This is an optimization exercise on Yosys and OpenROAD, whose aim is small area, a short achievable clock period and few clock cycles, not a production implementation.
At most, simulation tests tie the RTL to the original design; equivalence was not proved.

Design expr_unit, start of the top module:
module expr_unit(
  input clk,
  input rst,
  input start,
  input [31:0] i1,
  input [31:0] i2,
  input [31:0] i3,
  output op_ready,
  output done,
  output [31:0] result
);
==> module expr_unit, before the edit <==
module expr_unit(
  input clk,
  input rst,
  input start,
  input [31:0] i1,
  input [31:0] i2,
  input [31:0] i3,
  output op_ready,
  output done,
  output [31:0] result
);
localparam K  = 4;                  
localparam NC = (32 + K - 1) / K;   
localparam CW = $clog2(NC + 1);
localparam DW = 31 + K;             
reg s_idle, s_pre, s_div, done_r;
reg rdy_r;             
reg [CW-1:0] cnt;      
reg [CW-1:0] cnx;      
reg [31:0] qa;         
reg [DW-1:0] ds1;      
reg [31:0] b;          
reg [31:0] qc;         
reg [31:0] res;
assign op_ready = rdy_r;
assign done = done_r;
assign result = res;
function [31:0] carries;
  input [31:0] g_in, p_in;
  input cin;
  reg [32:0] g, p;
  integer l, i, j;
  begin
    g = {g_in, cin};
    p = {p_in, 1'b0};
    for (l = 0; l < 6; l = l + 1)
      for (i = 32; i >= 0; i = i - 1)
        if ((i >> l) & 1) begin
          j = ((i >> l) << l) - 1;
          g[i] = g[i] | (p[i] & g[j]);
          p[i] = p[i] & p[j];
        end
    carries = g[32:1];
  end
endfunction
function [32:0] add_fast;
  input [31:0] x, y;
  input cin;
  reg [31:0] c;
  begin
    c = carries(x & y, x ^ y, cin);
    add_fast = {c[31], (x ^ y) ^ {c[30:0], cin}};
  end
endfunction
function [31:0] sub_small;
  input [31:0] x, y;
  reg c;
  integer i;
  begin
    c = 1'b1;
    for (i = 0; i < 32; i = i + 1) begin
      sub_small[i] = x[i] ^ ~y[i] ^ c;
      c = (x[i] & ~y[i]) | (x[i] & c) | (~y[i] & c);
    end
  end
endfunction
function [5:0] width;   
  input [31:0] x;
  integer i;
  begin
    width = 6'd0;
    for (i = 0; i < 32; i = i + 1) if (x[i]) width = i + 1;
  end
endfunction
function [CW-1:0] ncyc;
  input [31:0] x, d;
  reg [6:0] n;
  begin
    n = {1'b0, width(x)} - {1'b0, width(d)} + 7'd1;
    if (n[6] || n == 7'd0) ncyc = {CW{1'b0}};
    else ncyc = (n + K - 1) / K;
  end
endfunction
function [DW-1:0] align;
  input [31:0] d;
  input [CW-1:0] c;
  reg [CW-1:0] m;
  reg [DW-1:0] v;
  integer i;
  begin
    m = c - 1'b1;
    v = {{(DW-32){1'b0}}, d} << (K - 1);
    for (i = 0; i < CW; i = i + 1) if (m[i]) v = v << (K << i);
    align = v;
  end
endfunction
function [32+32+DW+K-1:0] steps;   
  input [31:0] r;
  input [DW-1:0] ds;
  reg [K-1:0] qb;
  reg [32:0] df;
  reg [31:0] df0;
  reg ovf;
  integer s;
  begin
    for (s = 0; s < K; s = s + 1) begin
      ovf = |(ds >> 32);
      df = add_fast(r, ~ds[31:0], 1'b1);
      if (s == 0) df0 = df[31:0];
      qb[K-1-s] = ~ovf & df[32];
      if (qb[K-1-s]) r = df[31:0];
      ds = ds >> 1;
    end
    steps = {df0, r, ds, qb};
  end
endfunction
function [31:0] place;
  input [CW-1:0] cnt;
  input [K-1:0] qb;
  integer j;
  begin
    for (j = 0; j < 32; j = j + 1)
      place[j] = (cnt == j / K + 1) & qb[j % K];
  end
endfunction
function [31:0] sub_e;
  input [31:0] x, y;
  input clr0, cin;
  reg [31:0] ny;
  reg c;
  integer i;
  begin
    ny = ~y;
    ny[0] = ny[0] & ~clr0;
    c = cin;
    for (i = 0; i < 32; i = i + 1) begin
      sub_e[i] = x[i] ^ ny[i] ^ c;
      c = (x[i] & ny[i]) | (x[i] & c) | (ny[i] & c);
    end
  end
endfunction
wire [32+32+DW+K-1:0] st = steps(qa, ds1);
wire [31:0] x1 = st[32+32+DW+K-1:32+DW+K];    
wire [31:0] st_r = st[32+DW+K-1:DW+K];
wire [DW-1:0] st_ds = st[DW+K-1:K];
wire [K-1:0] st_q = st[K-1:0];
wire [32:0] d1w = add_fast(b, ~(qa & ~qc), 1'b1);
wire [31:0] d1n = d1w[31:0];
wire z1 = (d1n == 32'd0);
wire z2 = (b == 32'd0);
wire [CW-1:0] c1 = z1 ? {CW{1'b0}} : ncyc(x1, d1n);
wire [CW-1:0] c2 = z2 ? {CW{1'b0}} : ncyc(qc, b);
wire first1 = c1 != 0;                  
wire go_div = first1 | (c2 != 0);
wire [31:0] e = sub_e(qa, b & qc, z1 & z2, ~z1 & ~z2);
wire lastc = cnt == 1;                  
wire swap = s_div & lastc & (cnx != 0);
wire last = s_div & lastc & (cnx == 0);
wire al_d1 = s_pre & first1;
wire [DW-1:0] al = align(al_d1 ? d1n : b, al_d1 ? c1 : (s_pre ? c2 : cnx));
always @(posedge clk or posedge rst) begin
  if (rst) begin
    s_idle <= 1'b1;
    rdy_r <= 1'b1;
    s_pre <= 1'b0;
    s_div <= 1'b0;
    done_r <= 1'b0;
  end else begin
    s_idle <= (s_idle & ~start) | (s_pre & ~go_div) | last;
    rdy_r <= (rdy_r & ~start) | (s_pre & ~go_div) | last;
    s_pre <= s_idle & start;
    s_div <= (s_pre & go_div) | (s_div & ~last);
    done_r <= (s_pre & ~go_div) | last;
  end
end
always @(posedge clk) begin
  b <= i2;
  qc <= i3;
  if (s_idle) qa <= i1;
  else if (al_d1) qa <= x1;
  else if (s_pre | swap) qa <= qc;
  else qa <= st_r;
  if (s_idle) ds1 <= {{(DW-32){1'b0}}, i2};
  else if (s_pre | swap) ds1 <= al;
  else ds1 <= st_ds;
  if (s_pre) begin
    cnt <= first1 ? c1 : c2;
    cnx <= first1 ? c2 : {CW{1'b0}};
  end else if (swap) begin
    cnt <= cnx;
    cnx <= {CW{1'b0}};
  end else begin
    cnt <= cnt - 1'b1;
  end
  if (s_pre) res <= e;
  else res <= res + place(cnt, st_q);
end
endmodule
Settings: LEC_CHECK=0, ABC_AREA=1, CAP_MARGIN=20, CORE_MARGIN=2, CORE_UTILIZATION=40, SLEW_MARGIN=20; clock period 90.0 ns.
run.sh (not shown) runs the stock make flow with config.mk's settings and CLKGATE_MAP_FILE= SYNTH_SCRIPT=/design/flow/synth_recipe.tcl, a recipe that flattens the netlist after the stock synthesis.
==> next run, changes <==
--- a/flow/design.v
+++ b/flow/design.v
@@ -10,19 +10,18 @@
   output [31:0] result
 );
 localparam K  = 4;                  
 localparam NC = (32 + K - 1) / K;   
-localparam CW = $clog2(NC + 1);
+localparam CW = NC < 2 ? 1 : NC < 4 ? 2 : NC < 8 ? 3 : NC < 16 ? 4 : 5;
 localparam DW = 31 + K;             
 reg s_idle, s_pre, s_div, done_r;
 reg rdy_r;             
 reg [CW-1:0] cnt;      
 reg [CW-1:0] cnx;      
 reg [31:0] qa;         
 reg [DW-1:0] ds1;      
 reg [31:0] b;          
-reg [31:0] qc;         
-reg [31:0] res;
+reg [31:0] res;        
 assign op_ready = rdy_r;
 assign done = done_r;
 assign result = res;
 function [31:0] carries;
@@ -63,8 +62,31 @@
       c = (x[i] & ~y[i]) | (x[i] & c) | (~y[i] & c);
     end
   end
 endfunction
+function [31:0] sub_bk;
+  input [31:0] x, y;
+  reg [32:0] g, p, pp;
+  integer l, i;
+  begin
+    g = {x & ~y, 1'b1};
+    pp = {x ^ ~y, 1'b0};
+    p = pp;
+    for (l = 0; l < 6; l = l + 1)
+      for (i = 0; i < 33; i = i + 1)
+        if ((i + 1) % (2 << l) == 0) begin
+          g[i] = g[i] | (p[i] & g[i - (1 << l)]);
+          p[i] = p[i] & p[i - (1 << l)];
+        end
+    for (l = 4; l >= 0; l = l - 1)
+      for (i = 0; i < 33; i = i + 1)
+        if ((i + 1) % (2 << l) == (1 << l) && i > (1 << l)) begin
+          g[i] = g[i] | (p[i] & g[i - (1 << l)]);
+          p[i] = p[i] & p[i - (1 << l)];
+        end
+    sub_bk = pp[32:1] ^ g[31:0];
+  end
+endfunction
 function [5:0] width;   
   input [31:0] x;
   integer i;
   begin
@@ -122,43 +144,28 @@
     for (j = 0; j < 32; j = j + 1)
       place[j] = (cnt == j / K + 1) & qb[j % K];
   end
 endfunction
-function [31:0] sub_e;
-  input [31:0] x, y;
-  input clr0, cin;
-  reg [31:0] ny;
-  reg c;
-  integer i;
-  begin
-    ny = ~y;
-    ny[0] = ny[0] & ~clr0;
-    c = cin;
-    for (i = 0; i < 32; i = i + 1) begin
-      sub_e[i] = x[i] ^ ny[i] ^ c;
-      c = (x[i] & ny[i]) | (x[i] & c) | (ny[i] & c);
-    end
-  end
-endfunction
 wire [32+32+DW+K-1:0] st = steps(qa, ds1);
 wire [31:0] x1 = st[32+32+DW+K-1:32+DW+K];    
 wire [31:0] st_r = st[32+DW+K-1:DW+K];
 wire [DW-1:0] st_ds = st[DW+K-1:K];
 wire [K-1:0] st_q = st[K-1:0];
-wire [32:0] d1w = add_fast(b, ~(qa & ~qc), 1'b1);
-wire [31:0] d1n = d1w[31:0];
+wire [31:0] d1n = sub_bk(b, qa & ~res);
 wire z1 = (d1n == 32'd0);
 wire z2 = (b == 32'd0);
 wire [CW-1:0] c1 = z1 ? {CW{1'b0}} : ncyc(x1, d1n);
-wire [CW-1:0] c2 = z2 ? {CW{1'b0}} : ncyc(qc, b);
+wire [CW-1:0] c2 = z2 ? {CW{1'b0}} : ncyc(res, b);
 wire first1 = c1 != 0;                  
 wire go_div = first1 | (c2 != 0);
-wire [31:0] e = sub_e(qa, b & qc, z1 & z2, ~z1 & ~z2);
 wire lastc = cnt == 1;                  
 wire swap = s_div & lastc & (cnx != 0);
 wire last = s_div & lastc & (cnx == 0);
 wire al_d1 = s_pre & first1;
 wire [DW-1:0] al = align(al_d1 ? d1n : b, al_d1 ? c1 : (s_pre ? c2 : cnx));
+wire [31:0] nbc = {~(b[31:1] & res[31:1]), ~(b[0] & res[0]) & ~(z1 & z2)};
+wire [32:0] acc = add_fast(s_pre ? qa : res, s_pre ? nbc : place(cnt, st_q),
+                           s_pre & ~z1 & ~z2);
 always @(posedge clk or posedge rst) begin
   if (rst) begin
     s_idle <= 1'b1;
     rdy_r <= 1'b1;
@@ -174,12 +181,11 @@
   end
 end
 always @(posedge clk) begin
   b <= i2;
-  qc <= i3;
   if (s_idle) qa <= i1;
   else if (al_d1) qa <= x1;
-  else if (s_pre | swap) qa <= qc;
+  else if (s_pre | swap) qa <= i3;
   else qa <= st_r;
   if (s_idle) ds1 <= {{(DW-32){1'b0}}, i2};
   else if (s_pre | swap) ds1 <= al;
   else ds1 <= st_ds;
@@ -191,8 +197,8 @@
     cnx <= {CW{1'b0}};
   end else begin
     cnt <= cnt - 1'b1;
   end
-  if (s_pre) res <= e;
-  else res <= res + place(cnt, st_q);
+  if (s_idle) res <= i3;
+  else res <= acc[31:0];
 end
 endmodule
Effect: Worst setup slack improved by 0.91 ns. Routed wire length came out lower by 5.2%. Register-to-register slack improved by 2.0 ns. Synthesized area came out lower by 7.7%. First-iteration DRC count came out higher by 9.1%. Synthesized cell count came out lower by 5.3%. Cell count came out lower by 6.0%. Sequential share of layout area came out lower by 1.8 points. Critical path depth came out lower by 104. Cell area came out lower by 7.0%. Worst hold slack stays flat. Die area came out lower by 7.6%. Global-route usage came out higher by 1.0 points.
Testbench counts after the change, summed over its fixed seeds: cycles 2,756.
No functional check of the RTL was part of the first run of this note.

-- re-timing with driven ports --
In the flow no input, the clock included, has a driving cell. The finished layouts below were timed again as built, in two steps.
Step 1, drivers: a clkbuf_16 drives clk and a buf_2 each remaining input, both assumed.
Step 2 also shifts input and output timing later by t, the mid clock arrival at the registers, as if the neighbouring blocks saw the same clock.
Three values: ideal, step 1, step 2; two values: the first two.
run	shift t [ns]	slack for setup (ns)	hold WS [ns]	worst register clock-pin slew, ns
the first run	0.540	69.450 / 69.450 / 69.450	0.492 / 0.492 / 0.492	0.09 / 0.09
the second run	0.540	70.362 / 70.311 / 70.755	0.492 / 0.492 / 0.492	0.07 / 0.07
After both steps setup and hold are still met in every run listed.
